What follows belongs to an exercise in optimizing a design on an open flow for small area, a short achievable clock period and few clock cycles per item; a production flow would make more cautious choices.
Function was not checked in any run shown here: the RTL went through the layout flow alone.
Power and IR drop assume default switching activity.

## flow/design.v (module list and top-level ports; edited modules follow where they fit)
// module tag: 2135 lines
// module selc: 10 lines
// module sels: 7 lines
// module mxi: 3 lines
// module fa3: 4 lines
// module rsdp_tag: 29 lines
module rsdp_tag (
   input          clk,
   input          rst,
   input          start,
   input          csel,
   input          ssel,
   input  [237:0] b,
   input  [237:0] a,
   input  [135:0] y,
   input  [135:0] x,
   input  [6:0]   e,
   output         ready,
   output         done,
   output [6:0]   u
);
  // ...
==> flow/flow/run.sh <==
#!/bin/bash
# Standard ORFS layout (the standard.sh, unchanged synthesis), except:
# - the port buffers that global placement inserts are buf_1 cells instead of
#   the default delay buffers (every input and output port still gets one);
# - clock tree synthesis uses clkbuf_8 leaf buffers, clusters of up to 16
#   sinks and no dummy loads, which makes a smaller clock tree.
set -euo pipefail
export BUFFER_PORTS_ARGS="-buffer_cell sky130_fd_sc_hd__buf_1"
export CTS_ARGS="-sink_clustering_enable -repair_clock_nets -dont_use_dummy_load -buf_list {sky130_fd_sc_hd__clkbuf_8} -sink_clustering_size 16 -sink_clustering_max_diameter 100"
bash standard.sh > orfs_make.log 2>&1
==> flow/standard.sh <==
#!/bin/bash
# synth_recipe.tcl (not shown) runs the flow's synth.tcl, then flattens the netlist and writes it again
# the make line also repeats each setting of config.mk as NAME=value (left out here)
make -C /OpenROAD-flow-scripts/flow DESIGN_CONFIG=/design/flow/config.mk WORK_HOME=/design/flow/orfs CLKGATE_MAP_FILE= SYNTH_SCRIPT=/design/flow/synth_recipe.tcl "${@:-finish}"
==> flow/config.mk <==
export PLATFORM = sky130hd
export DESIGN_NAME = rsdp_tag
export DESIGN_NICKNAME = rsdp_tag
export VERILOG_FILES = /design/flow/design.v
export SDC_FILE = /design/flow/constraint.sdc
export NUM_CORES = 4
export LEC_CHECK = 0
export CAP_MARGIN = 20
export CORE_MARGIN = 2
export CORE_UTILIZATION = 35
export GPL_ROUTABILITY_DRIVEN = 0
export SETUP_SLACK_MARGIN = 4.85
export SLEW_MARGIN = 20
export SYNTH_HIERARCHICAL = 1
export SYNTH_MINIMUM_KEEP_SIZE = 0
==> flow/constraint.sdc <==
create_clock -name core_clock -period 8.0 [get_ports {clk}]
set_input_delay 1.6000 -clock core_clock [delete_from_list [all_inputs] [get_ports {clk}]]
set_output_delay 1.6000 -clock core_clock [all_outputs]
set_load 0.01 [all_outputs]
==> flow_summary.json, run 1 <==
{
  "gr-total-overflow": 0,
  "min_period_ns": 3.14,
  "synth_ff_type": "dfxtp_1",
  "crit_cells": 8,
  "crit_chain": "clkbuf_16 > buf_16 > clkinvlp_4 > o22ai_1 > xnor2_1 > o22ai_1 > o22ai_1 > o22ai_1",
  "n_tap_cell": 773,
  "finalSetupViolCount": 0,
  "top_layer": "met4",
  "p_leak_uw": 0.00857,
  "startpoint": "csel",
  "inverters": 176,
  "synth_cell_types": 36,
  "stdcell_area_sq_um": 25800,
  "num_rows": 89,
  "max_flop_register": "core.ur",
  "worst_slack_ns": 4.86,
  "crit_top_cell": "o22ai_1",
  "synth.most_common_cell": "o22ai_1",
  "clockBufferDepth": 3,
  "status": "timing/DRC/antenna clean",
  "area_delta_synth_final_pct": 23.8,
  "synth_fa_ha_area_frac": 0.230,
  "synth_area_per_cell_sq_um": 9.72,
  "regArea_sq_um": 5950,
  "switchingPower_uw": 7080
}
==> inputs of run 2 (changes only) <==
--- a/flow/design.v
+++ b/flow/design.v
@@ -300,6 +300,15 @@
    wire [6:0] cn0;
    wire [3:0] kn0;
-   selc u_selc0 (.a(a[6:0]), .b(b[6:0]), .s(csel), .yn(cn0));
-   sels u_sels0 (.a(x[3:0]), .b(y[3:0]), .s(ssel), .yn(kn0));
+   mxs u_cn0_0 (.a(a[0]), .b(b[0]), .s(csel), .y(cn0[0]));
+   mxs u_cn0_1 (.a(a[1]), .b(b[1]), .s(csel), .y(cn0[1]));
+   mxs u_cn0_2 (.a(a[2]), .b(b[2]), .s(csel), .y(cn0[2]));
+   mxs u_cn0_3 (.a(a[3]), .b(b[3]), .s(csel), .y(cn0[3]));
+   mxs u_cn0_4 (.a(a[4]), .b(b[4]), .s(csel), .y(cn0[4]));
+   mxs u_cn0_5 (.a(a[5]), .b(b[5]), .s(csel), .y(cn0[5]));
+   mxs u_cn0_6 (.a(a[6]), .b(b[6]), .s(csel), .y(cn0[6]));
+   mxs u_kn0_0 (.a(x[0]), .b(y[0]), .s(ssel), .y(kn0[0]));
+   mxs u_kn0_1 (.a(x[1]), .b(y[1]), .s(ssel), .y(kn0[1]));
+   mxs u_kn0_2 (.a(x[2]), .b(y[2]), .s(ssel), .y(kn0[2]));
+   mxs u_kn0_3 (.a(x[3]), .b(y[3]), .s(ssel), .y(kn0[3]));
    wire [2:0] k0 = ~kn0[2:0];
    wire [6:0] m0 = ~(cn0 ^ {7{kn0[3]}});   
@@ -331,6 +340,15 @@
    wire [6:0] cn1;
    wire [3:0] kn1;
-   selc u_selc1 (.a(a[13:7]), .b(b[13:7]), .s(csel), .yn(cn1));
-   sels u_sels1 (.a(x[7:4]), .b(y[7:4]), .s(ssel), .yn(kn1));
+   mxs u_cn1_0 (.a(a[7]), .b(b[7]), .s(csel), .y(cn1[0]));
+   mxs u_cn1_1 (.a(a[8]), .b(b[8]), .s(csel), .y(cn1[1]));
+   mxs u_cn1_2 (.a(a[9]), .b(b[9]), .s(csel), .y(cn1[2]));
+   mxs u_cn1_3 (.a(a[10]), .b(b[10]), .s(csel), .y(cn1[3]));
+   mxs u_cn1_4 (.a(a[11]), .b(b[11]), .s(csel), .y(cn1[4]));
+   mxs u_cn1_5 (.a(a[12]), .b(b[12]), .s(csel), .y(cn1[5]));
+   mxs u_cn1_6 (.a(a[13]), .b(b[13]), .s(csel), .y(cn1[6]));
+   mxs u_kn1_0 (.a(x[4]), .b(y[4]), .s(ssel), .y(kn1[0]));
+   mxs u_kn1_1 (.a(x[5]), .b(y[5]), .s(ssel), .y(kn1[1]));
+   mxs u_kn1_2 (.a(x[6]), .b(y[6]), .s(ssel), .y(kn1[2]));
+   mxs u_kn1_3 (.a(x[7]), .b(y[7]), .s(ssel), .y(kn1[3]));
    wire [2:0] k1 = ~kn1[2:0];
    wire [6:0] m1 = ~(cn1 ^ {7{kn1[3]}});   
@@ -362,6 +380,15 @@
    wire [6:0] cn2;
    wire [3:0] kn2;
-   selc u_selc2 (.a(a[20:14]), .b(b[20:14]), .s(csel), .yn(cn2));
-   sels u_sels2 (.a(x[11:8]), .b(y[11:8]), .s(ssel), .yn(kn2));
+   mxs u_cn2_0 (.a(a[14]), .b(b[14]), .s(csel), .y(cn2[0]));
+   mxs u_cn2_1 (.a(a[15]), .b(b[15]), .s(csel), .y(cn2[1]));
+   mxs u_cn2_2 (.a(a[16]), .b(b[16]), .s(csel), .y(cn2[2]));
+   mxs u_cn2_3 (.a(a[17]), .b(b[17]), .s(csel), .y(cn2[3]));
+   mxs u_cn2_4 (.a(a[18]), .b(b[18]), .s(csel), .y(cn2[4]));
+   mxs u_cn2_5 (.a(a[19]), .b(b[19]), .s(csel), .y(cn2[5]));
+   mxs u_cn2_6 (.a(a[20]), .b(b[20]), .s(csel), .y(cn2[6]));
+   mxs u_kn2_0 (.a(x[8]), .b(y[8]), .s(ssel), .y(kn2[0]));
+   mxs u_kn2_1 (.a(x[9]), .b(y[9]), .s(ssel), .y(kn2[1]));
+   mxs u_kn2_2 (.a(x[10]), .b(y[10]), .s(ssel), .y(kn2[2]));
+   mxs u_kn2_3 (.a(x[11]), .b(y[11]), .s(ssel), .y(kn2[3]));
    wire [2:0] k2 = ~kn2[2:0];
    wire [6:0] m2 = ~(cn2 ^ {7{kn2[3]}});   
@@ -393,6 +420,15 @@
    wire [6:0] cn3;
    wire [3:0] kn3;
-   selc u_selc3 (.a(a[27:21]), .b(b[27:21]), .s(csel), .yn(cn3));
-   sels u_sels3 (.a(x[15:12]), .b(y[15:12]), .s(ssel), .yn(kn3));
+   mxs u_cn3_0 (.a(a[21]), .b(b[21]), .s(csel), .y(cn3[0]));
+   mxs u_cn3_1 (.a(a[22]), .b(b[22]), .s(csel), .y(cn3[1]));
+   mxs u_cn3_2 (.a(a[23]), .b(b[23]), .s(csel), .y(cn3[2]));
+   mxs u_cn3_3 (.a(a[24]), .b(b[24]), .s(csel), .y(cn3[3]));
+   mxs u_cn3_4 (.a(a[25]), .b(b[25]), .s(csel), .y(cn3[4]));
+   mxs u_cn3_5 (.a(a[26]), .b(b[26]), .s(csel), .y(cn3[5]));
+   mxs u_cn3_6 (.a(a[27]), .b(b[27]), .s(csel), .y(cn3[6]));
+   mxs u_kn3_0 (.a(x[12]), .b(y[12]), .s(ssel), .y(kn3[0]));
+   mxs u_kn3_1 (.a(x[13]), .b(y[13]), .s(ssel), .y(kn3[1]));
+   mxs u_kn3_2 (.a(x[14]), .b(y[14]), .s(ssel), .y(kn3[2]));
+   mxs u_kn3_3 (.a(x[15]), .b(y[15]), .s(ssel), .y(kn3[3]));
    wire [2:0] k3 = ~kn3[2:0];
    wire [6:0] m3 = ~(cn3 ^ {7{kn3[3]}});   
@@ -424,6 +460,15 @@
    wire [6:0] cn4;
    wire [3:0] kn4;
-   selc u_selc4 (.a(a[34:28]), .b(b[34:28]), .s(csel), .yn(cn4));
-   sels u_sels4 (.a(x[19:16]), .b(y[19:16]), .s(ssel), .yn(kn4));
+   mxs u_cn4_0 (.a(a[28]), .b(b[28]), .s(csel), .y(cn4[0]));
+   mxs u_cn4_1 (.a(a[29]), .b(b[29]), .s(csel), .y(cn4[1]));
+   mxs u_cn4_2 (.a(a[30]), .b(b[30]), .s(csel), .y(cn4[2]));
+   mxs u_cn4_3 (.a(a[31]), .b(b[31]), .s(csel), .y(cn4[3]));
+   mxs u_cn4_4 (.a(a[32]), .b(b[32]), .s(csel), .y(cn4[4]));
+   mxs u_cn4_5 (.a(a[33]), .b(b[33]), .s(csel), .y(cn4[5]));
+   mxs u_cn4_6 (.a(a[34]), .b(b[34]), .s(csel), .y(cn4[6]));
+   mxs u_kn4_0 (.a(x[16]), .b(y[16]), .s(ssel), .y(kn4[0]));
+   mxs u_kn4_1 (.a(x[17]), .b(y[17]), .s(ssel), .y(kn4[1]));
+   mxs u_kn4_2 (.a(x[18]), .b(y[18]), .s(ssel), .y(kn4[2]));
+   mxs u_kn4_3 (.a(x[19]), .b(y[19]), .s(ssel), .y(kn4[3]));
    wire [2:0] k4 = ~kn4[2:0];
    wire [6:0] m4 = ~(cn4 ^ {7{kn4[3]}});   
@@ -455,6 +500,15 @@
    wire [6:0] cn5;
    wire [3:0] kn5;
-   selc u_selc5 (.a(a[41:35]), .b(b[41:35]), .s(csel), .yn(cn5));
-   sels u_sels5 (.a(x[23:20]), .b(y[23:20]), .s(ssel), .yn(kn5));
+   mxs u_cn5_0 (.a(a[35]), .b(b[35]), .s(csel), .y(cn5[0]));
+   mxs u_cn5_1 (.a(a[36]), .b(b[36]), .s(csel), .y(cn5[1]));
+   mxs u_cn5_2 (.a(a[37]), .b(b[37]), .s(csel), .y(cn5[2]));
+   mxs u_cn5_3 (.a(a[38]), .b(b[38]), .s(csel), .y(cn5[3]));
+   mxs u_cn5_4 (.a(a[39]), .b(b[39]), .s(csel), .y(cn5[4]));
+   mxs u_cn5_5 (.a(a[40]), .b(b[40]), .s(csel), .y(cn5[5]));
+   mxs u_cn5_6 (.a(a[41]), .b(b[41]), .s(csel), .y(cn5[6]));
+   mxs u_kn5_0 (.a(x[20]), .b(y[20]), .s(ssel), .y(kn5[0]));
+   mxs u_kn5_1 (.a(x[21]), .b(y[21]), .s(ssel), .y(kn5[1]));
+   mxs u_kn5_2 (.a(x[22]), .b(y[22]), .s(ssel), .y(kn5[2]));
+   mxs u_kn5_3 (.a(x[23]), .b(y[23]), .s(ssel), .y(kn5[3]));
    wire [2:0] k5 = ~kn5[2:0];
    wire [6:0] m5 = ~(cn5 ^ {7{kn5[3]}});   
@@ -486,6 +540,15 @@
    wire [6:0] cn6;
    wire [3:0] kn6;
-   selc u_selc6 (.a(a[48:42]), .b(b[48:42]), .s(csel), .yn(cn6));
-   sels u_sels6 (.a(x[27:24]), .b(y[27:24]), .s(ssel), .yn(kn6));
+   mxs u_cn6_0 (.a(a[42]), .b(b[42]), .s(csel), .y(cn6[0]));
+   mxs u_cn6_1 (.a(a[43]), .b(b[43]), .s(csel), .y(cn6[1]));
+   mxs u_cn6_2 (.a(a[44]), .b(b[44]), .s(csel), .y(cn6[2]));
+   mxs u_cn6_3 (.a(a[45]), .b(b[45]), .s(csel), .y(cn6[3]));
+   mxs u_cn6_4 (.a(a[46]), .b(b[46]), .s(csel), .y(cn6[4]));
+   mxs u_cn6_5 (.a(a[47]), .b(b[47]), .s(csel), .y(cn6[5]));
+   mxs u_cn6_6 (.a(a[48]), .b(b[48]), .s(csel), .y(cn6[6]));
+   mxs u_kn6_0 (.a(x[24]), .b(y[24]), .s(ssel), .y(kn6[0]));
+   mxs u_kn6_1 (.a(x[25]), .b(y[25]), .s(ssel), .y(kn6[1]));
+   mxs u_kn6_2 (.a(x[26]), .b(y[26]), .s(ssel), .y(kn6[2]));
+   mxs u_kn6_3 (.a(x[27]), .b(y[27]), .s(ssel), .y(kn6[3]));
    wire [2:0] k6 = ~kn6[2:0];
    wire [6:0] m6 = ~(cn6 ^ {7{kn6[3]}});   
@@ -517,6 +580,15 @@
    wire [6:0] cn7;
    wire [3:0] kn7;
-   selc u_selc7 (.a(a[55:49]), .b(b[55:49]), .s(csel), .yn(cn7));
-   sels u_sels7 (.a(x[31:28]), .b(y[31:28]), .s(ssel), .yn(kn7));
+   mxs u_cn7_0 (.a(a[49]), .b(b[49]), .s(csel), .y(cn7[0]));
+   mxs u_cn7_1 (.a(a[50]), .b(b[50]), .s(csel), .y(cn7[1]));
+   mxs u_cn7_2 (.a(a[51]), .b(b[51]), .s(csel), .y(cn7[2]));
+   mxs u_cn7_3 (.a(a[52]), .b(b[52]), .s(csel), .y(cn7[3]));
+   mxs u_cn7_4 (.a(a[53]), .b(b[53]), .s(csel), .y(cn7[4]));
+   mxs u_cn7_5 (.a(a[54]), .b(b[54]), .s(csel), .y(cn7[5]));
+   mxs u_cn7_6 (.a(a[55]), .b(b[55]), .s(csel), .y(cn7[6]));
+   mxs u_kn7_0 (.a(x[28]), .b(y[28]), .s(ssel), .y(kn7[0]));
+   mxs u_kn7_1 (.a(x[29]), .b(y[29]), .s(ssel), .y(kn7[1]));
+   mxs u_kn7_2 (.a(x[30]), .b(y[30]), .s(ssel), .y(kn7[2]));
+   mxs u_kn7_3 (.a(x[31]), .b(y[31]), .s(ssel), .y(kn7[3]));
    wire [2:0] k7 = ~kn7[2:0];
    wire [6:0] m7 = ~(cn7 ^ {7{kn7[3]}});   
@@ -548,6 +620,15 @@
    wire [6:0] cn8;
    wire [3:0] kn8;
-   selc u_selc8 (.a(a[62:56]), .b(b[62:56]), .s(csel), .yn(cn8));
-   sels u_sels8 (.a(x[35:32]), .b(y[35:32]), .s(ssel), .yn(kn8));
+   mxs u_cn8_0 (.a(a[56]), .b(b[56]), .s(csel), .y(cn8[0]));
+   mxs u_cn8_1 (.a(a[57]), .b(b[57]), .s(csel), .y(cn8[1]));
+   mxs u_cn8_2 (.a(a[58]), .b(b[58]), .s(csel), .y(cn8[2]));
+   mxs u_cn8_3 (.a(a[59]), .b(b[59]), .s(csel), .y(cn8[3]));
+   mxs u_cn8_4 (.a(a[60]), .b(b[60]), .s(csel), .y(cn8[4]));
+   mxs u_cn8_5 (.a(a[61]), .b(b[61]), .s(csel), .y(cn8[5]));
+   mxs u_cn8_6 (.a(a[62]), .b(b[62]), .s(csel), .y(cn8[6]));
+   mxs u_kn8_0 (.a(x[32]), .b(y[32]), .s(ssel), .y(kn8[0]));
+   mxs u_kn8_1 (.a(x[33]), .b(y[33]), .s(ssel), .y(kn8[1]));
+   mxs u_kn8_2 (.a(x[34]), .b(y[34]), .s(ssel), .y(kn8[2]));
+   mxs u_kn8_3 (.a(x[35]), .b(y[35]), .s(ssel), .y(kn8[3]));
    wire [2:0] k8 = ~kn8[2:0];
    wire [6:0] m8 = ~(cn8 ^ {7{kn8[3]}});   
@@ -579,6 +660,15 @@
    wire [6:0] cn9;
    wire [3:0] kn9;
-   selc u_selc9 (.a(a[69:63]), .b(b[69:63]), .s(csel), .yn(cn9));
-   sels u_sels9 (.a(x[39:36]), .b(y[39:36]), .s(ssel), .yn(kn9));
+   mxs u_cn9_0 (.a(a[63]), .b(b[63]), .s(csel), .y(cn9[0]));
+   mxs u_cn9_1 (.a(a[64]), .b(b[64]), .s(csel), .y(cn9[1]));
+   mxs u_cn9_2 (.a(a[65]), .b(b[65]), .s(csel), .y(cn9[2]));
+   mxs u_cn9_3 (.a(a[66]), .b(b[66]), .s(csel), .y(cn9[3]));
+   mxs u_cn9_4 (.a(a[67]), .b(b[67]), .s(csel), .y(cn9[4]));
+   mxs u_cn9_5 (.a(a[68]), .b(b[68]), .s(csel), .y(cn9[5]));
+   mxs u_cn9_6 (.a(a[69]), .b(b[69]), .s(csel), .y(cn9[6]));
+   mxs u_kn9_0 (.a(x[36]), .b(y[36]), .s(ssel), .y(kn9[0]));
+   mxs u_kn9_1 (.a(x[37]), .b(y[37]), .s(ssel), .y(kn9[1]));
+   mxs u_kn9_2 (.a(x[38]), .b(y[38]), .s(ssel), .y(kn9[2]));
+   mxs u_kn9_3 (.a(x[39]), .b(y[39]), .s(ssel), .y(kn9[3]));
    wire [2:0] k9 = ~kn9[2:0];
    wire [6:0] m9 = ~(cn9 ^ {7{kn9[3]}});   
@@ -610,6 +700,15 @@
    wire [6:0] cn10;
    wire [3:0] kn10;
-   selc u_selc10 (.a(a[76:70]), .b(b[76:70]), .s(csel), .yn(cn10));
-   sels u_sels10 (.a(x[43:40]), .b(y[43:40]), .s(ssel), .yn(kn10));
+   mxs u_cn10_0 (.a(a[70]), .b(b[70]), .s(csel), .y(cn10[0]));
+   mxs u_cn10_1 (.a(a[71]), .b(b[71]), .s(csel), .y(cn10[1]));
+   mxs u_cn10_2 (.a(a[72]), .b(b[72]), .s(csel), .y(cn10[2]));
+   mxs u_cn10_3 (.a(a[73]), .b(b[73]), .s(csel), .y(cn10[3]));
+   mxs u_cn10_4 (.a(a[74]), .b(b[74]), .s(csel), .y(cn10[4]));
+   mxs u_cn10_5 (.a(a[75]), .b(b[75]), .s(csel), .y(cn10[5]));
+   mxs u_cn10_6 (.a(a[76]), .b(b[76]), .s(csel), .y(cn10[6]));
+   mxs u_kn10_0 (.a(x[40]), .b(y[40]), .s(ssel), .y(kn10[0]));
+   mxs u_kn10_1 (.a(x[41]), .b(y[41]), .s(ssel), .y(kn10[1]));
+   mxs u_kn10_2 (.a(x[42]), .b(y[42]), .s(ssel), .y(kn10[2]));
+   mxs u_kn10_3 (.a(x[43]), .b(y[43]), .s(ssel), .y(kn10[3]));
    wire [2:0] k10 = ~kn10[2:0];
    wire [6:0] m10 = ~(cn10 ^ {7{kn10[3]}});   
@@ -641,6 +740,15 @@
    wire [6:0] cn11;
    wire [3:0] kn11;
-   selc u_selc11 (.a(a[83:77]), .b(b[83:77]), .s(csel), .yn(cn11));
-   sels u_sels11 (.a(x[47:44]), .b(y[47:44]), .s(ssel), .yn(kn11));
+   mxs u_cn11_0 (.a(a[77]), .b(b[77]), .s(csel), .y(cn11[0]));
+   mxs u_cn11_1 (.a(a[78]), .b(b[78]), .s(csel), .y(cn11[1]));
+   mxs u_cn11_2 (.a(a[79]), .b(b[79]), .s(csel), .y(cn11[2]));
+   mxs u_cn11_3 (.a(a[80]), .b(b[80]), .s(csel), .y(cn11[3]));
+   mxs u_cn11_4 (.a(a[81]), .b(b[81]), .s(csel), .y(cn11[4]));
+   mxs u_cn11_5 (.a(a[82]), .b(b[82]), .s(csel), .y(cn11[5]));
+   mxs u_cn11_6 (.a(a[83]), .b(b[83]), .s(csel), .y(cn11[6]));
+   mxs u_kn11_0 (.a(x[44]), .b(y[44]), .s(ssel), .y(kn11[0]));
+   mxs u_kn11_1 (.a(x[45]), .b(y[45]), .s(ssel), .y(kn11[1]));
+   mxs u_kn11_2 (.a(x[46]), .b(y[46]), .s(ssel), .y(kn11[2]));
+   mxs u_kn11_3 (.a(x[47]), .b(y[47]), .s(ssel), .y(kn11[3]));
    wire [2:0] k11 = ~kn11[2:0];
    wire [6:0] m11 = ~(cn11 ^ {7{kn11[3]}});   
@@ -672,6 +780,15 @@
    wire [6:0] cn12;
    wire [3:0] kn12;
-   selc u_selc12 (.a(a[90:84]), .b(b[90:84]), .s(csel), .yn(cn12));
-   sels u_sels12 (.a(x[51:48]), .b(y[51:48]), .s(ssel), .yn(kn12));
+   mxs u_cn12_0 (.a(a[84]), .b(b[84]), .s(csel), .y(cn12[0]));
+   mxs u_cn12_1 (.a(a[85]), .b(b[85]), .s(csel), .y(cn12[1]));
+   mxs u_cn12_2 (.a(a[86]), .b(b[86]), .s(csel), .y(cn12[2]));
+   mxs u_cn12_3 (.a(a[87]), .b(b[87]), .s(csel), .y(cn12[3]));
+   mxs u_cn12_4 (.a(a[88]), .b(b[88]), .s(csel), .y(cn12[4]));
+   mxs u_cn12_5 (.a(a[89]), .b(b[89]), .s(csel), .y(cn12[5]));
+   mxs u_cn12_6 (.a(a[90]), .b(b[90]), .s(csel), .y(cn12[6]));
+   mxs u_kn12_0 (.a(x[48]), .b(y[48]), .s(ssel), .y(kn12[0]));
+   mxs u_kn12_1 (.a(x[49]), .b(y[49]), .s(ssel), .y(kn12[1]));
+   mxs u_kn12_2 (.a(x[50]), .b(y[50]), .s(ssel), .y(kn12[2]));
+   mxs u_kn12_3 (.a(x[51]), .b(y[51]), .s(ssel), .y(kn12[3]));
    wire [2:0] k12 = ~kn12[2:0];
    wire [6:0] m12 = ~(cn12 ^ {7{kn12[3]}});   
@@ -703,6 +820,15 @@
    wire [6:0] cn13;
    wire [3:0] kn13;
-   selc u_selc13 (.a(a[97:91]), .b(b[97:91]), .s(csel), .yn(cn13));
-   sels u_sels13 (.a(x[55:52]), .b(y[55:52]), .s(ssel), .yn(kn13));
+   mxs u_cn13_0 (.a(a[91]), .b(b[91]), .s(csel), .y(cn13[0]));
+   mxs u_cn13_1 (.a(a[92]), .b(b[92]), .s(csel), .y(cn13[1]));
+   mxs u_cn13_2 (.a(a[93]), .b(b[93]), .s(csel), .y(cn13[2]));
+   mxs u_cn13_3 (.a(a[94]), .b(b[94]), .s(csel), .y(cn13[3]));
+   mxs u_cn13_4 (.a(a[95]), .b(b[95]), .s(csel), .y(cn13[4]));
+   mxs u_cn13_5 (.a(a[96]), .b(b[96]), .s(csel), .y(cn13[5]));
+   mxs u_cn13_6 (.a(a[97]), .b(b[97]), .s(csel), .y(cn13[6]));
+   mxs u_kn13_0 (.a(x[52]), .b(y[52]), .s(ssel), .y(kn13[0]));
+   mxs u_kn13_1 (.a(x[53]), .b(y[53]), .s(ssel), .y(kn13[1]));
+   mxs u_kn13_2 (.a(x[54]), .b(y[54]), .s(ssel), .y(kn13[2]));
+   mxs u_kn13_3 (.a(x[55]), .b(y[55]), .s(ssel), .y(kn13[3]));
    wire [2:0] k13 = ~kn13[2:0];
    wire [6:0] m13 = ~(cn13 ^ {7{kn13[3]}});   
@@ -734,6 +860,15 @@
    wire [6:0] cn14;
    wire [3:0] kn14;
-   selc u_selc14 (.a(a[104:98]), .b(b[104:98]), .s(csel), .yn(cn14));
-   sels u_sels14 (.a(x[59:56]), .b(y[59:56]), .s(ssel), .yn(kn14));
+   mxs u_cn14_0 (.a(a[98]), .b(b[98]), .s(csel), .y(cn14[0]));
+   mxs u_cn14_1 (.a(a[99]), .b(b[99]), .s(csel), .y(cn14[1]));
+   mxs u_cn14_2 (.a(a[100]), .b(b[100]), .s(csel), .y(cn14[2]));
+   mxs u_cn14_3 (.a(a[101]), .b(b[101]), .s(csel), .y(cn14[3]));
+   mxs u_cn14_4 (.a(a[102]), .b(b[102]), .s(csel), .y(cn14[4]));
+   mxs u_cn14_5 (.a(a[103]), .b(b[103]), .s(csel), .y(cn14[5]));
+   mxs u_cn14_6 (.a(a[104]), .b(b[104]), .s(csel), .y(cn14[6]));
+   mxs u_kn14_0 (.a(x[56]), .b(y[56]), .s(ssel), .y(kn14[0]));
+   mxs u_kn14_1 (.a(x[57]), .b(y[57]), .s(ssel), .y(kn14[1]));
+   mxs u_kn14_2 (.a(x[58]), .b(y[58]), .s(ssel), .y(kn14[2]));
+   mxs u_kn14_3 (.a(x[59]), .b(y[59]), .s(ssel), .y(kn14[3]));
    wire [2:0] k14 = ~kn14[2:0];
    wire [6:0] m14 = ~(cn14 ^ {7{kn14[3]}});   
@@ -765,6 +900,15 @@
    wire [6:0] cn15;
    wire [3:0] kn15;
-   selc u_selc15 (.a(a[111:105]), .b(b[111:105]), .s(csel), .yn(cn15));
-   sels u_sels15 (.a(x[63:60]), .b(y[63:60]), .s(ssel), .yn(kn15));
+   mxs u_cn15_0 (.a(a[105]), .b(b[105]), .s(csel), .y(cn15[0]));
+   mxs u_cn15_1 (.a(a[106]), .b(b[106]), .s(csel), .y(cn15[1]));
+   mxs u_cn15_2 (.a(a[107]), .b(b[107]), .s(csel), .y(cn15[2]));
+   mxs u_cn15_3 (.a(a[108]), .b(b[108]), .s(csel), .y(cn15[3]));
+   mxs u_cn15_4 (.a(a[109]), .b(b[109]), .s(csel), .y(cn15[4]));
+   mxs u_cn15_5 (.a(a[110]), .b(b[110]), .s(csel), .y(cn15[5]));
+   mxs u_cn15_6 (.a(a[111]), .b(b[111]), .s(csel), .y(cn15[6]));
+   mxs u_kn15_0 (.a(x[60]), .b(y[60]), .s(ssel), .y(kn15[0]));
+   mxs u_kn15_1 (.a(x[61]), .b(y[61]), .s(ssel), .y(kn15[1]));
+   mxs u_kn15_2 (.a(x[62]), .b(y[62]), .s(ssel), .y(kn15[2]));
+   mxs u_kn15_3 (.a(x[63]), .b(y[63]), .s(ssel), .y(kn15[3]));
    wire [2:0] k15 = ~kn15[2:0];
    wire [6:0] m15 = ~(cn15 ^ {7{kn15[3]}});   
@@ -796,6 +940,15 @@
    wire [6:0] cn16;
    wire [3:0] kn16;
-   selc u_selc16 (.a(a[118:112]), .b(b[118:112]), .s(csel), .yn(cn16));
-   sels u_sels16 (.a(x[67:64]), .b(y[67:64]), .s(ssel), .yn(kn16));
+   mxs u_cn16_0 (.a(a[112]), .b(b[112]), .s(csel), .y(cn16[0]));
+   mxs u_cn16_1 (.a(a[113]), .b(b[113]), .s(csel), .y(cn16[1]));
+   mxs u_cn16_2 (.a(a[114]), .b(b[114]), .s(csel), .y(cn16[2]));
+   mxs u_cn16_3 (.a(a[115]), .b(b[115]), .s(csel), .y(cn16[3]));
+   mxs u_cn16_4 (.a(a[116]), .b(b[116]), .s(csel), .y(cn16[4]));
+   mxs u_cn16_5 (.a(a[117]), .b(b[117]), .s(csel), .y(cn16[5]));
+   mxs u_cn16_6 (.a(a[118]), .b(b[118]), .s(csel), .y(cn16[6]));
+   mxs u_kn16_0 (.a(x[64]), .b(y[64]), .s(ssel), .y(kn16[0]));
+   mxs u_kn16_1 (.a(x[65]), .b(y[65]), .s(ssel), .y(kn16[1]));
+   mxs u_kn16_2 (.a(x[66]), .b(y[66]), .s(ssel), .y(kn16[2]));
+   mxs u_kn16_3 (.a(x[67]), .b(y[67]), .s(ssel), .y(kn16[3]));
    wire [2:0] k16 = ~kn16[2:0];
    wire [6:0] m16 = ~(cn16 ^ {7{kn16[3]}});   
@@ -827,6 +980,15 @@
    wire [6:0] cn17;
    wire [3:0] kn17;
-   selc u_selc17 (.a(a[125:119]), .b(b[125:119]), .s(csel), .yn(cn17));
-   sels u_sels17 (.a(x[71:68]), .b(y[71:68]), .s(ssel), .yn(kn17));
+   mxs u_cn17_0 (.a(a[119]), .b(b[119]), .s(csel), .y(cn17[0]));
+   mxs u_cn17_1 (.a(a[120]), .b(b[120]), .s(csel), .y(cn17[1]));
+   mxs u_cn17_2 (.a(a[121]), .b(b[121]), .s(csel), .y(cn17[2]));
+   mxs u_cn17_3 (.a(a[122]), .b(b[122]), .s(csel), .y(cn17[3]));
+   mxs u_cn17_4 (.a(a[123]), .b(b[123]), .s(csel), .y(cn17[4]));
+   mxs u_cn17_5 (.a(a[124]), .b(b[124]), .s(csel), .y(cn17[5]));
+   mxs u_cn17_6 (.a(a[125]), .b(b[125]), .s(csel), .y(cn17[6]));
+   mxs u_kn17_0 (.a(x[68]), .b(y[68]), .s(ssel), .y(kn17[0]));
+   mxs u_kn17_1 (.a(x[69]), .b(y[69]), .s(ssel), .y(kn17[1]));
+   mxs u_kn17_2 (.a(x[70]), .b(y[70]), .s(ssel), .y(kn17[2]));
+   mxs u_kn17_3 (.a(x[71]), .b(y[71]), .s(ssel), .y(kn17[3]));
    wire [2:0] k17 = ~kn17[2:0];
    wire [6:0] m17 = ~(cn17 ^ {7{kn17[3]}});   
@@ -858,6 +1020,15 @@
    wire [6:0] cn18;
    wire [3:0] kn18;
-   selc u_selc18 (.a(a[132:126]), .b(b[132:126]), .s(csel), .yn(cn18));
-   sels u_sels18 (.a(x[75:72]), .b(y[75:72]), .s(ssel), .yn(kn18));
+   mxs u_cn18_0 (.a(a[126]), .b(b[126]), .s(csel), .y(cn18[0]));
+   mxs u_cn18_1 (.a(a[127]), .b(b[127]), .s(csel), .y(cn18[1]));
+   mxs u_cn18_2 (.a(a[128]), .b(b[128]), .s(csel), .y(cn18[2]));
+   mxs u_cn18_3 (.a(a[129]), .b(b[129]), .s(csel), .y(cn18[3]));
+   mxs u_cn18_4 (.a(a[130]), .b(b[130]), .s(csel), .y(cn18[4]));
+   mxs u_cn18_5 (.a(a[131]), .b(b[131]), .s(csel), .y(cn18[5]));
+   mxs u_cn18_6 (.a(a[132]), .b(b[132]), .s(csel), .y(cn18[6]));
+   mxs u_kn18_0 (.a(x[72]), .b(y[72]), .s(ssel), .y(kn18[0]));
+   mxs u_kn18_1 (.a(x[73]), .b(y[73]), .s(ssel), .y(kn18[1]));
+   mxs u_kn18_2 (.a(x[74]), .b(y[74]), .s(ssel), .y(kn18[2]));
+   mxs u_kn18_3 (.a(x[75]), .b(y[75]), .s(ssel), .y(kn18[3]));
    wire [2:0] k18 = ~kn18[2:0];
    wire [6:0] m18 = ~(cn18 ^ {7{kn18[3]}});   
@@ -889,6 +1060,15 @@
    wire [6:0] cn19;
    wire [3:0] kn19;
-   selc u_selc19 (.a(a[139:133]), .b(b[139:133]), .s(csel), .yn(cn19));
-   sels u_sels19 (.a(x[79:76]), .b(y[79:76]), .s(ssel), .yn(kn19));
+   mxs u_cn19_0 (.a(a[133]), .b(b[133]), .s(csel), .y(cn19[0]));
+   mxs u_cn19_1 (.a(a[134]), .b(b[134]), .s(csel), .y(cn19[1]));
+   mxs u_cn19_2 (.a(a[135]), .b(b[135]), .s(csel), .y(cn19[2]));
+   mxs u_cn19_3 (.a(a[136]), .b(b[136]), .s(csel), .y(cn19[3]));
+   mxs u_cn19_4 (.a(a[137]), .b(b[137]), .s(csel), .y(cn19[4]));
+   mxs u_cn19_5 (.a(a[138]), .b(b[138]), .s(csel), .y(cn19[5]));
+   mxs u_cn19_6 (.a(a[139]), .b(b[139]), .s(csel), .y(cn19[6]));
+   mxs u_kn19_0 (.a(x[76]), .b(y[76]), .s(ssel), .y(kn19[0]));
+   mxs u_kn19_1 (.a(x[77]), .b(y[77]), .s(ssel), .y(kn19[1]));
+   mxs u_kn19_2 (.a(x[78]), .b(y[78]), .s(ssel), .y(kn19[2]));
+   mxs u_kn19_3 (.a(x[79]), .b(y[79]), .s(ssel), .y(kn19[3]));
    wire [2:0] k19 = ~kn19[2:0];
    wire [6:0] m19 = ~(cn19 ^ {7{kn19[3]}});   
@@ -920,6 +1100,15 @@
    wire [6:0] cn20;
    wire [3:0] kn20;
-   selc u_selc20 (.a(a[146:140]), .b(b[146:140]), .s(csel), .yn(cn20));
-   sels u_sels20 (.a(x[83:80]), .b(y[83:80]), .s(ssel), .yn(kn20));
+   mxs u_cn20_0 (.a(a[140]), .b(b[140]), .s(csel), .y(cn20[0]));
+   mxs u_cn20_1 (.a(a[141]), .b(b[141]), .s(csel), .y(cn20[1]));
+   mxs u_cn20_2 (.a(a[142]), .b(b[142]), .s(csel), .y(cn20[2]));
+   mxs u_cn20_3 (.a(a[143]), .b(b[143]), .s(csel), .y(cn20[3]));
+   mxs u_cn20_4 (.a(a[144]), .b(b[144]), .s(csel), .y(cn20[4]));
+   mxs u_cn20_5 (.a(a[145]), .b(b[145]), .s(csel), .y(cn20[5]));
+   mxs u_cn20_6 (.a(a[146]), .b(b[146]), .s(csel), .y(cn20[6]));
+   mxs u_kn20_0 (.a(x[80]), .b(y[80]), .s(ssel), .y(kn20[0]));
+   mxs u_kn20_1 (.a(x[81]), .b(y[81]), .s(ssel), .y(kn20[1]));
+   mxs u_kn20_2 (.a(x[82]), .b(y[82]), .s(ssel), .y(kn20[2]));
+   mxs u_kn20_3 (.a(x[83]), .b(y[83]), .s(ssel), .y(kn20[3]));
    wire [2:0] k20 = ~kn20[2:0];
    wire [6:0] m20 = ~(cn20 ^ {7{kn20[3]}});   
@@ -951,6 +1140,15 @@
    wire [6:0] cn21;
    wire [3:0] kn21;
-   selc u_selc21 (.a(a[153:147]), .b(b[153:147]), .s(csel), .yn(cn21));
-   sels u_sels21 (.a(x[87:84]), .b(y[87:84]), .s(ssel), .yn(kn21));
+   mxs u_cn21_0 (.a(a[147]), .b(b[147]), .s(csel), .y(cn21[0]));
+   mxs u_cn21_1 (.a(a[148]), .b(b[148]), .s(csel), .y(cn21[1]));
+   mxs u_cn21_2 (.a(a[149]), .b(b[149]), .s(csel), .y(cn21[2]));
+   mxs u_cn21_3 (.a(a[150]), .b(b[150]), .s(csel), .y(cn21[3]));
+   mxs u_cn21_4 (.a(a[151]), .b(b[151]), .s(csel), .y(cn21[4]));
+   mxs u_cn21_5 (.a(a[152]), .b(b[152]), .s(csel), .y(cn21[5]));
+   mxs u_cn21_6 (.a(a[153]), .b(b[153]), .s(csel), .y(cn21[6]));
+   mxs u_kn21_0 (.a(x[84]), .b(y[84]), .s(ssel), .y(kn21[0]));
+   mxs u_kn21_1 (.a(x[85]), .b(y[85]), .s(ssel), .y(kn21[1]));
+   mxs u_kn21_2 (.a(x[86]), .b(y[86]), .s(ssel), .y(kn21[2]));
+   mxs u_kn21_3 (.a(x[87]), .b(y[87]), .s(ssel), .y(kn21[3]));
    wire [2:0] k21 = ~kn21[2:0];
    wire [6:0] m21 = ~(cn21 ^ {7{kn21[3]}});   
@@ -982,6 +1180,15 @@
    wire [6:0] cn22;
    wire [3:0] kn22;
-   selc u_selc22 (.a(a[160:154]), .b(b[160:154]), .s(csel), .yn(cn22));
-   sels u_sels22 (.a(x[91:88]), .b(y[91:88]), .s(ssel), .yn(kn22));
+   mxs u_cn22_0 (.a(a[154]), .b(b[154]), .s(csel), .y(cn22[0]));
+   mxs u_cn22_1 (.a(a[155]), .b(b[155]), .s(csel), .y(cn22[1]));
+   mxs u_cn22_2 (.a(a[156]), .b(b[156]), .s(csel), .y(cn22[2]));
+   mxs u_cn22_3 (.a(a[157]), .b(b[157]), .s(csel), .y(cn22[3]));
+   mxs u_cn22_4 (.a(a[158]), .b(b[158]), .s(csel), .y(cn22[4]));
+   mxs u_cn22_5 (.a(a[159]), .b(b[159]), .s(csel), .y(cn22[5]));
+   mxs u_cn22_6 (.a(a[160]), .b(b[160]), .s(csel), .y(cn22[6]));
+   mxs u_kn22_0 (.a(x[88]), .b(y[88]), .s(ssel), .y(kn22[0]));
+   mxs u_kn22_1 (.a(x[89]), .b(y[89]), .s(ssel), .y(kn22[1]));
+   mxs u_kn22_2 (.a(x[90]), .b(y[90]), .s(ssel), .y(kn22[2]));
+   mxs u_kn22_3 (.a(x[91]), .b(y[91]), .s(ssel), .y(kn22[3]));
    wire [2:0] k22 = ~kn22[2:0];
    wire [6:0] m22 = ~(cn22 ^ {7{kn22[3]}});   
@@ -1013,6 +1220,15 @@
    wire [6:0] cn23;
    wire [3:0] kn23;
-   selc u_selc23 (.a(a[167:161]), .b(b[167:161]), .s(csel), .yn(cn23));
-   sels u_sels23 (.a(x[95:92]), .b(y[95:92]), .s(ssel), .yn(kn23));
+   mxs u_cn23_0 (.a(a[161]), .b(b[161]), .s(csel), .y(cn23[0]));
+   mxs u_cn23_1 (.a(a[162]), .b(b[162]), .s(csel), .y(cn23[1]));
+   mxs u_cn23_2 (.a(a[163]), .b(b[163]), .s(csel), .y(cn23[2]));
+   mxs u_cn23_3 (.a(a[164]), .b(b[164]), .s(csel), .y(cn23[3]));
+   mxs u_cn23_4 (.a(a[165]), .b(b[165]), .s(csel), .y(cn23[4]));
+   mxs u_cn23_5 (.a(a[166]), .b(b[166]), .s(csel), .y(cn23[5]));
+   mxs u_cn23_6 (.a(a[167]), .b(b[167]), .s(csel), .y(cn23[6]));
+   mxs u_kn23_0 (.a(x[92]), .b(y[92]), .s(ssel), .y(kn23[0]));
+   mxs u_kn23_1 (.a(x[93]), .b(y[93]), .s(ssel), .y(kn23[1]));
+   mxs u_kn23_2 (.a(x[94]), .b(y[94]), .s(ssel), .y(kn23[2]));
+   mxs u_kn23_3 (.a(x[95]), .b(y[95]), .s(ssel), .y(kn23[3]));
    wire [2:0] k23 = ~kn23[2:0];
    wire [6:0] m23 = ~(cn23 ^ {7{kn23[3]}});   
@@ -1044,6 +1260,15 @@
    wire [6:0] cn24;
    wire [3:0] kn24;
-   selc u_selc24 (.a(a[174:168]), .b(b[174:168]), .s(csel), .yn(cn24));
-   sels u_sels24 (.a(x[99:96]), .b(y[99:96]), .s(ssel), .yn(kn24));
+   mxs u_cn24_0 (.a(a[168]), .b(b[168]), .s(csel), .y(cn24[0]));
+   mxs u_cn24_1 (.a(a[169]), .b(b[169]), .s(csel), .y(cn24[1]));
+   mxs u_cn24_2 (.a(a[170]), .b(b[170]), .s(csel), .y(cn24[2]));
+   mxs u_cn24_3 (.a(a[171]), .b(b[171]), .s(csel), .y(cn24[3]));
+   mxs u_cn24_4 (.a(a[172]), .b(b[172]), .s(csel), .y(cn24[4]));
+   mxs u_cn24_5 (.a(a[173]), .b(b[173]), .s(csel), .y(cn24[5]));
+   mxs u_cn24_6 (.a(a[174]), .b(b[174]), .s(csel), .y(cn24[6]));
+   mxs u_kn24_0 (.a(x[96]), .b(y[96]), .s(ssel), .y(kn24[0]));
+   mxs u_kn24_1 (.a(x[97]), .b(y[97]), .s(ssel), .y(kn24[1]));
+   mxs u_kn24_2 (.a(x[98]), .b(y[98]), .s(ssel), .y(kn24[2]));
+   mxs u_kn24_3 (.a(x[99]), .b(y[99]), .s(ssel), .y(kn24[3]));
    wire [2:0] k24 = ~kn24[2:0];
    wire [6:0] m24 = ~(cn24 ^ {7{kn24[3]}});   
@@ -1075,6 +1300,15 @@
    wire [6:0] cn25;
    wire [3:0] kn25;
-   selc u_selc25 (.a(a[181:175]), .b(b[181:175]), .s(csel), .yn(cn25));
-   sels u_sels25 (.a(x[103:100]), .b(y[103:100]), .s(ssel), .yn(kn25));
+   mxs u_cn25_0 (.a(a[175]), .b(b[175]), .s(csel), .y(cn25[0]));
+   mxs u_cn25_1 (.a(a[176]), .b(b[176]), .s(csel), .y(cn25[1]));
+   mxs u_cn25_2 (.a(a[177]), .b(b[177]), .s(csel), .y(cn25[2]));
+   mxs u_cn25_3 (.a(a[178]), .b(b[178]), .s(csel), .y(cn25[3]));
+   mxs u_cn25_4 (.a(a[179]), .b(b[179]), .s(csel), .y(cn25[4]));
+   mxs u_cn25_5 (.a(a[180]), .b(b[180]), .s(csel), .y(cn25[5]));
+   mxs u_cn25_6 (.a(a[181]), .b(b[181]), .s(csel), .y(cn25[6]));
+   mxs u_kn25_0 (.a(x[100]), .b(y[100]), .s(ssel), .y(kn25[0]));
+   mxs u_kn25_1 (.a(x[101]), .b(y[101]), .s(ssel), .y(kn25[1]));
+   mxs u_kn25_2 (.a(x[102]), .b(y[102]), .s(ssel), .y(kn25[2]));
+   mxs u_kn25_3 (.a(x[103]), .b(y[103]), .s(ssel), .y(kn25[3]));
    wire [2:0] k25 = ~kn25[2:0];
    wire [6:0] m25 = ~(cn25 ^ {7{kn25[3]}});   
@@ -1106,6 +1340,15 @@
    wire [6:0] cn26;
    wire [3:0] kn26;
-   selc u_selc26 (.a(a[188:182]), .b(b[188:182]), .s(csel), .yn(cn26));
-   sels u_sels26 (.a(x[107:104]), .b(y[107:104]), .s(ssel), .yn(kn26));
+   mxs u_cn26_0 (.a(a[182]), .b(b[182]), .s(csel), .y(cn26[0]));
+   mxs u_cn26_1 (.a(a[183]), .b(b[183]), .s(csel), .y(cn26[1]));
+   mxs u_cn26_2 (.a(a[184]), .b(b[184]), .s(csel), .y(cn26[2]));
+   mxs u_cn26_3 (.a(a[185]), .b(b[185]), .s(csel), .y(cn26[3]));
+   mxs u_cn26_4 (.a(a[186]), .b(b[186]), .s(csel), .y(cn26[4]));
+   mxs u_cn26_5 (.a(a[187]), .b(b[187]), .s(csel), .y(cn26[5]));
+   mxs u_cn26_6 (.a(a[188]), .b(b[188]), .s(csel), .y(cn26[6]));
+   mxs u_kn26_0 (.a(x[104]), .b(y[104]), .s(ssel), .y(kn26[0]));
+   mxs u_kn26_1 (.a(x[105]), .b(y[105]), .s(ssel), .y(kn26[1]));
+   mxs u_kn26_2 (.a(x[106]), .b(y[106]), .s(ssel), .y(kn26[2]));
+   mxs u_kn26_3 (.a(x[107]), .b(y[107]), .s(ssel), .y(kn26[3]));
    wire [2:0] k26 = ~kn26[2:0];
    wire [6:0] m26 = ~(cn26 ^ {7{kn26[3]}});   
@@ -1137,6 +1380,15 @@
    wire [6:0] cn27;
    wire [3:0] kn27;
-   selc u_selc27 (.a(a[195:189]), .b(b[195:189]), .s(csel), .yn(cn27));
-   sels u_sels27 (.a(x[111:108]), .b(y[111:108]), .s(ssel), .yn(kn27));
+   mxs u_cn27_0 (.a(a[189]), .b(b[189]), .s(csel), .y(cn27[0]));
+   mxs u_cn27_1 (.a(a[190]), .b(b[190]), .s(csel), .y(cn27[1]));
+   mxs u_cn27_2 (.a(a[191]), .b(b[191]), .s(csel), .y(cn27[2]));
+   mxs u_cn27_3 (.a(a[192]), .b(b[192]), .s(csel), .y(cn27[3]));
+   mxs u_cn27_4 (.a(a[193]), .b(b[193]), .s(csel), .y(cn27[4]));
+   mxs u_cn27_5 (.a(a[194]), .b(b[194]), .s(csel), .y(cn27[5]));
+   mxs u_cn27_6 (.a(a[195]), .b(b[195]), .s(csel), .y(cn27[6]));
+   mxs u_kn27_0 (.a(x[108]), .b(y[108]), .s(ssel), .y(kn27[0]));
+   mxs u_kn27_1 (.a(x[109]), .b(y[109]), .s(ssel), .y(kn27[1]));
+   mxs u_kn27_2 (.a(x[110]), .b(y[110]), .s(ssel), .y(kn27[2]));
+   mxs u_kn27_3 (.a(x[111]), .b(y[111]), .s(ssel), .y(kn27[3]));
    wire [2:0] k27 = ~kn27[2:0];
    wire [6:0] m27 = ~(cn27 ^ {7{kn27[3]}});   
@@ -1168,6 +1420,15 @@
    wire [6:0] cn28;
    wire [3:0] kn28;
-   selc u_selc28 (.a(a[202:196]), .b(b[202:196]), .s(csel), .yn(cn28));
-   sels u_sels28 (.a(x[115:112]), .b(y[115:112]), .s(ssel), .yn(kn28));
+   mxs u_cn28_0 (.a(a[196]), .b(b[196]), .s(csel), .y(cn28[0]));
+   mxs u_cn28_1 (.a(a[197]), .b(b[197]), .s(csel), .y(cn28[1]));
+   mxs u_cn28_2 (.a(a[198]), .b(b[198]), .s(csel), .y(cn28[2]));
+   mxs u_cn28_3 (.a(a[199]), .b(b[199]), .s(csel), .y(cn28[3]));
+   mxs u_cn28_4 (.a(a[200]), .b(b[200]), .s(csel), .y(cn28[4]));
+   mxs u_cn28_5 (.a(a[201]), .b(b[201]), .s(csel), .y(cn28[5]));
+   mxs u_cn28_6 (.a(a[202]), .b(b[202]), .s(csel), .y(cn28[6]));
+   mxs u_kn28_0 (.a(x[112]), .b(y[112]), .s(ssel), .y(kn28[0]));
+   mxs u_kn28_1 (.a(x[113]), .b(y[113]), .s(ssel), .y(kn28[1]));
+   mxs u_kn28_2 (.a(x[114]), .b(y[114]), .s(ssel), .y(kn28[2]));
+   mxs u_kn28_3 (.a(x[115]), .b(y[115]), .s(ssel), .y(kn28[3]));
    wire [2:0] k28 = ~kn28[2:0];
    wire [6:0] m28 = ~(cn28 ^ {7{kn28[3]}});   
@@ -1199,6 +1460,15 @@
    wire [6:0] cn29;
    wire [3:0] kn29;
-   selc u_selc29 (.a(a[209:203]), .b(b[209:203]), .s(csel), .yn(cn29));
-   sels u_sels29 (.a(x[119:116]), .b(y[119:116]), .s(ssel), .yn(kn29));
+   mxs u_cn29_0 (.a(a[203]), .b(b[203]), .s(csel), .y(cn29[0]));
+   mxs u_cn29_1 (.a(a[204]), .b(b[204]), .s(csel), .y(cn29[1]));
+   mxs u_cn29_2 (.a(a[205]), .b(b[205]), .s(csel), .y(cn29[2]));
+   mxs u_cn29_3 (.a(a[206]), .b(b[206]), .s(csel), .y(cn29[3]));
+   mxs u_cn29_4 (.a(a[207]), .b(b[207]), .s(csel), .y(cn29[4]));
+   mxs u_cn29_5 (.a(a[208]), .b(b[208]), .s(csel), .y(cn29[5]));
+   mxs u_cn29_6 (.a(a[209]), .b(b[209]), .s(csel), .y(cn29[6]));
+   mxs u_kn29_0 (.a(x[116]), .b(y[116]), .s(ssel), .y(kn29[0]));
+   mxs u_kn29_1 (.a(x[117]), .b(y[117]), .s(ssel), .y(kn29[1]));
+   mxs u_kn29_2 (.a(x[118]), .b(y[118]), .s(ssel), .y(kn29[2]));
+   mxs u_kn29_3 (.a(x[119]), .b(y[119]), .s(ssel), .y(kn29[3]));
    wire [2:0] k29 = ~kn29[2:0];
    wire [6:0] m29 = ~(cn29 ^ {7{kn29[3]}});   
@@ -1230,6 +1500,15 @@
    wire [6:0] cn30;
    wire [3:0] kn30;
-   selc u_selc30 (.a(a[216:210]), .b(b[216:210]), .s(csel), .yn(cn30));
-   sels u_sels30 (.a(x[123:120]), .b(y[123:120]), .s(ssel), .yn(kn30));
+   mxs u_cn30_0 (.a(a[210]), .b(b[210]), .s(csel), .y(cn30[0]));
+   mxs u_cn30_1 (.a(a[211]), .b(b[211]), .s(csel), .y(cn30[1]));
+   mxs u_cn30_2 (.a(a[212]), .b(b[212]), .s(csel), .y(cn30[2]));
+   mxs u_cn30_3 (.a(a[213]), .b(b[213]), .s(csel), .y(cn30[3]));
+   mxs u_cn30_4 (.a(a[214]), .b(b[214]), .s(csel), .y(cn30[4]));
+   mxs u_cn30_5 (.a(a[215]), .b(b[215]), .s(csel), .y(cn30[5]));
+   mxs u_cn30_6 (.a(a[216]), .b(b[216]), .s(csel), .y(cn30[6]));
+   mxs u_kn30_0 (.a(x[120]), .b(y[120]), .s(ssel), .y(kn30[0]));
+   mxs u_kn30_1 (.a(x[121]), .b(y[121]), .s(ssel), .y(kn30[1]));
+   mxs u_kn30_2 (.a(x[122]), .b(y[122]), .s(ssel), .y(kn30[2]));
+   mxs u_kn30_3 (.a(x[123]), .b(y[123]), .s(ssel), .y(kn30[3]));
    wire [2:0] k30 = ~kn30[2:0];
    wire [6:0] m30 = ~(cn30 ^ {7{kn30[3]}});   
@@ -1261,6 +1540,15 @@
    wire [6:0] cn31;
    wire [3:0] kn31;
-   selc u_selc31 (.a(a[223:217]), .b(b[223:217]), .s(csel), .yn(cn31));
-   sels u_sels31 (.a(x[127:124]), .b(y[127:124]), .s(ssel), .yn(kn31));
+   mxs u_cn31_0 (.a(a[217]), .b(b[217]), .s(csel), .y(cn31[0]));
+   mxs u_cn31_1 (.a(a[218]), .b(b[218]), .s(csel), .y(cn31[1]));
+   mxs u_cn31_2 (.a(a[219]), .b(b[219]), .s(csel), .y(cn31[2]));
+   mxs u_cn31_3 (.a(a[220]), .b(b[220]), .s(csel), .y(cn31[3]));
+   mxs u_cn31_4 (.a(a[221]), .b(b[221]), .s(csel), .y(cn31[4]));
+   mxs u_cn31_5 (.a(a[222]), .b(b[222]), .s(csel), .y(cn31[5]));
+   mxs u_cn31_6 (.a(a[223]), .b(b[223]), .s(csel), .y(cn31[6]));
+   mxs u_kn31_0 (.a(x[124]), .b(y[124]), .s(ssel), .y(kn31[0]));
+   mxs u_kn31_1 (.a(x[125]), .b(y[125]), .s(ssel), .y(kn31[1]));
+   mxs u_kn31_2 (.a(x[126]), .b(y[126]), .s(ssel), .y(kn31[2]));
+   mxs u_kn31_3 (.a(x[127]), .b(y[127]), .s(ssel), .y(kn31[3]));
    wire [2:0] k31 = ~kn31[2:0];
    wire [6:0] m31 = ~(cn31 ^ {7{kn31[3]}});   
@@ -1292,6 +1580,15 @@
    wire [6:0] cn32;
    wire [3:0] kn32;
-   selc u_selc32 (.a(a[230:224]), .b(b[230:224]), .s(csel), .yn(cn32));
-   sels u_sels32 (.a(x[131:128]), .b(y[131:128]), .s(ssel), .yn(kn32));
+   mxs u_cn32_0 (.a(a[224]), .b(b[224]), .s(csel), .y(cn32[0]));
+   mxs u_cn32_1 (.a(a[225]), .b(b[225]), .s(csel), .y(cn32[1]));
+   mxs u_cn32_2 (.a(a[226]), .b(b[226]), .s(csel), .y(cn32[2]));
+   mxs u_cn32_3 (.a(a[227]), .b(b[227]), .s(csel), .y(cn32[3]));
+   mxs u_cn32_4 (.a(a[228]), .b(b[228]), .s(csel), .y(cn32[4]));
+   mxs u_cn32_5 (.a(a[229]), .b(b[229]), .s(csel), .y(cn32[5]));
+   mxs u_cn32_6 (.a(a[230]), .b(b[230]), .s(csel), .y(cn32[6]));
+   mxs u_kn32_0 (.a(x[128]), .b(y[128]), .s(ssel), .y(kn32[0]));
+   mxs u_kn32_1 (.a(x[129]), .b(y[129]), .s(ssel), .y(kn32[1]));
+   mxs u_kn32_2 (.a(x[130]), .b(y[130]), .s(ssel), .y(kn32[2]));
+   mxs u_kn32_3 (.a(x[131]), .b(y[131]), .s(ssel), .y(kn32[3]));
    wire [2:0] k32 = ~kn32[2:0];
    wire [6:0] m32 = ~(cn32 ^ {7{kn32[3]}});   
@@ -1323,6 +1620,15 @@
    wire [6:0] cn33;
    wire [3:0] kn33;
-   selc u_selc33 (.a(a[237:231]), .b(b[237:231]), .s(csel), .yn(cn33));
-   sels u_sels33 (.a(x[135:132]), .b(y[135:132]), .s(ssel), .yn(kn33));
+   mxs u_cn33_0 (.a(a[231]), .b(b[231]), .s(csel), .y(cn33[0]));
+   mxs u_cn33_1 (.a(a[232]), .b(b[232]), .s(csel), .y(cn33[1]));
+   mxs u_cn33_2 (.a(a[233]), .b(b[233]), .s(csel), .y(cn33[2]));
+   mxs u_cn33_3 (.a(a[234]), .b(b[234]), .s(csel), .y(cn33[3]));
+   mxs u_cn33_4 (.a(a[235]), .b(b[235]), .s(csel), .y(cn33[4]));
+   mxs u_cn33_5 (.a(a[236]), .b(b[236]), .s(csel), .y(cn33[5]));
+   mxs u_cn33_6 (.a(a[237]), .b(b[237]), .s(csel), .y(cn33[6]));
+   mxs u_kn33_0 (.a(x[132]), .b(y[132]), .s(ssel), .y(kn33[0]));
+   mxs u_kn33_1 (.a(x[133]), .b(y[133]), .s(ssel), .y(kn33[1]));
+   mxs u_kn33_2 (.a(x[134]), .b(y[134]), .s(ssel), .y(kn33[2]));
+   mxs u_kn33_3 (.a(x[135]), .b(y[135]), .s(ssel), .y(kn33[3]));
    wire [2:0] k33 = ~kn33[2:0];
    wire [6:0] m33 = ~(cn33 ^ {7{kn33[3]}});   
@@ -2134,20 +2440,6 @@
    end
 endmodule
-module selc (input [6:0] a, input [6:0] b, input s, output [6:0] yn);
-   wire sn = ~s;
-   mxi u0 (.a(a[0]), .b(b[0]), .s(s), .sn(sn), .y(yn[0]));
-   mxi u1 (.a(a[1]), .b(b[1]), .s(s), .sn(sn), .y(yn[1]));
-   mxi u2 (.a(a[2]), .b(b[2]), .s(s), .sn(sn), .y(yn[2]));
-   mxi u3 (.a(a[3]), .b(b[3]), .s(s), .sn(sn), .y(yn[3]));
-   mxi u4 (.a(a[4]), .b(b[4]), .s(s), .sn(sn), .y(yn[4]));
-   mxi u5 (.a(a[5]), .b(b[5]), .s(s), .sn(sn), .y(yn[5]));
-   mxi u6 (.a(a[6]), .b(b[6]), .s(s), .sn(sn), .y(yn[6]));
-endmodule
-module sels (input [3:0] a, input [3:0] b, input s, output [3:0] yn);
-   wire sn = ~s;
-   mxi u0 (.a(a[0]), .b(b[0]), .s(s), .sn(sn), .y(yn[0]));
-   mxi u1 (.a(a[1]), .b(b[1]), .s(s), .sn(sn), .y(yn[1]));
-   mxi u2 (.a(a[2]), .b(b[2]), .s(s), .sn(sn), .y(yn[2]));
-   mxi u3 (.a(a[3]), .b(b[3]), .s(s), .sn(sn), .y(yn[3]));
+module mxs (input a, input b, input s, output y);
+   assign y = ~(s ? a : b);
 endmodule
 module mxi (input a, input b, input s, input sn, output y);
--- a/flow/config.mk
+++ b/flow/config.mk
@@ -10,5 +10,5 @@
 export CORE_UTILIZATION = 35
 export GPL_ROUTABILITY_DRIVEN = 0
-export SETUP_SLACK_MARGIN = 4.85
+export SETUP_SLACK_MARGIN = 5
 export SLEW_MARGIN = 20
 export SYNTH_HIERARCHICAL = 1
==> flow_summary.json, run 2 <==
{
  "syn_area_sq_um": 22000,
  "dp.cells": 3646,
  "largest_reg_flops": 7,
  "async_flop_share": 0,
  "netlist_instances": 2077,
  "layout_commonest_cell": "buf_1",
  "synth_commonest_cells": "o22ai_1 (715), mux2i_1 (374), dfxtp_1 (297)",
  "p_leak_uw": 0.00983,
  "synth.most_common_cell": "o22ai_1",
  "peakVddDrop_mv": 0.922,
  "synth_ff_type": "dfxtp_1",
  "core_area_sq_um": 61900,
  "r2r-end": "core.q2_3_3$_DFF_P_",
  "synth-edff-count": 0,
  "synth_top_area_share": 0.270,
  "powerDensity_nw_per_um2": 554,
  "tritoncts": "done",
  "synth_top_area_cell": "dfxtp_1",
  "worstSetupStartpointType": "flip-flop",
  "area_delta_synth_final_pct": 26.1,
  "gr-total-overflow": 0,
  "viasPerCell": 5.49,
  "rsz0062_at_grt": "yes",
  "arrival_ns": 3.56,
  "finalSetupViolCount": 0,
  "drive_above_1_share": 0.0934,
  "wirelength_microns": 82100,
  "max_flop_register": "core.ur",
  "clkSlewWorstSetupHoldPaths_ns": 0.10,
  "worst_pin_slew_ns": 0.705,
  "ys_seq_area_frac": 0.270,
  "fillerInstances": 5861,
  "grt_pass1_vias": 20400,
  "reg_top3": "core.ur: 7 flops, vld: 3 flops",
  "synth_area_per_cell_sq_um": 10.6,
  "worstRegToRegCells": 5,
  "slew_violations": 0,
  "drc": 0,
  "max_freq_mhz": 324,
  "dp_hpwl_microns": 66600,
  "synth_nets": 3081,
  "grt_antenna_before_repair": 5,
  "fp.dieH_microns": 255,
  "ios": 769,
  "startpoint": "core.q1_3_1$_DFF_P_",
  "critical_path.max_fanout": 1,
  "ant_nets": 0,
  "die_area_sq_um": 64900,
  "clk_latency_ns": 0.61,
  "layout_common_cells": "buf_1 (765), o22ai_1 (714), mux2i_1 (285)",
  "ys_ff_latch": 297,
  "r2r_setup_slack_ns": 4.91,
  "synth_compound_area_frac": 0.213,
  "pre_cts_slack_ns": 3.32,
  "grt_use_total": 0.235,
  "numCtsBuffers": 23,
  "min_period_ns": 3.09,
  "port_buffers": 767,
  "finalCritPeriodShare": 0.386,
  "status": "timing/DRC/antenna clean",
  "critPathCapture": "core.q2_3_3$_DFF_P_",
  "nets": 3864,
  "finClkSkew_ns": 0.0483,
  "synth_mux_area_frac": 0.170,
  "grt_pass1_wl_microns": 115000,
  "worst_slack_ns": 4.91,
  "critPathCaptureType": "flip-flop",
  "num_rows": 91,
  "cts_root_buffer": "clkbuf_8",
  "cap_violations": 0,
  "clockBufferDepth": 3,
  "drt-pass1-iter-count": 8,
  "post_drt_wl_per_cell_microns": 22.2,
  "finalSetupTns_ns": 0,
  "clkSinkCount": 297,
  "synth.area.top_cells": "dfxtp_1 (27%), fa_1 (21%), o22ai_1 (20%)",
  "synth_top_family_by_area": "adder cells",
  "drtIter0Drc": 1331,
  "initial_utilization": 0.355,
  "criticalPathCategory": "flip-flop to flip-flop",
  "die_w_microns": 255,
  "hold_violations": 0,
  "slew_headroom": 0.517,
  "synth_fa_ha_area_frac": 0.218,
  "stdcell_count": 3699,
  "via_count": 20300,
  "hp-class": "flip-flop to flip-flop",
  "synthSimpleGateAreaFrac": 0.00671,
  "yosys_warnings": 8,
  "reg2reg_from": "core.q1_3_1$_DFF_P_",
  "synth_cell_types": 37,
  "required_ns": 8.48,
  "grt_start_max_net_pins": 53,
  "htreeDepth": 1,
  "synth_xor_area_frac": 0.0964
}
## run 2: worst min path at each step
stage / start / end / slack (ns) / cells after the start
after floorplan: vld[0]$_SDFF_PP0_ / vld[1]$_SDFF_PP0_ / 0.41 / 1
after global placement: vld[0]$_SDFF_PP0_ / vld[1]$_SDFF_PP0_ / 0.42 / 1
after detailed placement: vld[1]$_SDFF_PP0_ / vld[2]$_SDFF_PP0_ / 0.43 / 1
after CTS: vld[1]$_SDFF_PP0_ / vld[2]$_SDFF_PP0_ / 0.45 / 1
after global routing: vld[1]$_SDFF_PP0_ / vld[2]$_SDFF_PP0_ / 0.47 / 1
final: vld[1]$_SDFF_PP0_ / vld[2]$_SDFF_PP0_ / 0.44 / 1
## run 2: per-module statistics from Yosys, one instance, submodules excluded
module | flip-flops and latches | cell area [sq um] | copies in the design
mxi | 0 | 6.26 | 714
rsdp_tag | 3 | 90.1 | 1
mxs | 0 | 10.0 | 374
fa3 | 0 | 20.0 | 231
tag | 294 | 9070 | 1
## run 2: kinds of logic (layout without fill, tap and decap cells)
logic type,Yosys count,after routing
flops,297,297
fa+ha+maj,244,244
simple gates,27,27
buf+inv,147,928
xor+xnor,242,242
compound gates,745,745
other cells,1,5
mux,374,374
## run 2: metal layers
layer,GRT usage,routed length [microns],vias to the layer above
li1,-,-,9602
met1,0.295,33700,9819
met2,0.429,41800,775
met3,0.0230,4010,112
met4,0.0583,2550,2
met5,0,8,-
## run 2: power breakdown
part	internal (uW)	switching (uW)	leakage, uW
Clock	258	489	0.000165
Combinational	5790	6470	0.00716
Sequential	2100	262	0.00251
Total	8150	7220	0.00983
## run 2: layout make-up
cell class              count  area (sq um)  share of cell area
multi-input cells        1633         16600               0.598
flip-flops and latches    297          5980               0.215
inverters                 108           405              0.0146
repair buffers            797          3410               0.123
diodes                      4          10.0            0.000361
well taps                 837          1050              0.0377
clock buffers              23           317              0.0114
## run 2: worst max-delay path: stages, from the launching register on
cell and delay (ns):
dfxtp_1 0.34, fa_2 0.66, fa_1 0.46, fa_1 0.51, fa_2 0.55, fa_1 0.44
## run 2: repair_timing
item	CTS	global route
setup buffers	9	7
pin swaps	67	41
setup endpoints to repair	267	246
gates resized for setup	210	73
hold buffers	0	0
gates cloned	4	6
## run 2: stage by stage
step / hold WS (ns) / utilization / cell area [sq um] / total power, uW
after global placement: 0.420 / 0.417 / 25800 / 12400
after detailed placement: 0.434 / 0.417 / 25800 / 12800
after global routing: 0.474 / 0.448 / 27700 / 16700
final: 0.440 / 0.448 / 27700 / 15400
after CTS: 0.449 / 0.441 / 27300 / 14700
after floorplan: 0.414 / - / 22000 / 9790

separate check: timing with driven ports:
In the flow no input, the clock included, has a driving cell. The finished layouts below were timed again as built, in two steps.
Step 1 assumes that a clkbuf_16 drives the clock port and a buf_2 every other input.
Step 2, shift: input delay + t, output delay - t, t = (earliest + latest rising clock arrival at the registers) / 2. This alone moves slack from input paths to output paths.
Three values: ideal, step 1, step 2; two values: the first two.
| run | t, ns | setup slack, ns | hold WS [ns] | slew at the worst register clock pin (ns) |
|---|---|---|---|---|
| run 1 | 0.627 | 4.860 / 4.834 / 4.208 | 0.455 / 0.455 / 0.455 | 0.11 / 0.11 |
| run 2 | 0.643 | 4.913 / 4.886 / 4.243 | 0.440 / 0.440 / 0.440 | 0.11 / 0.11 |
After both steps every run listed still meets setup and hold. The setup slack of run 2, which loses most, moves by -0.027 ns with the drivers and by -0.670 ns with both steps.
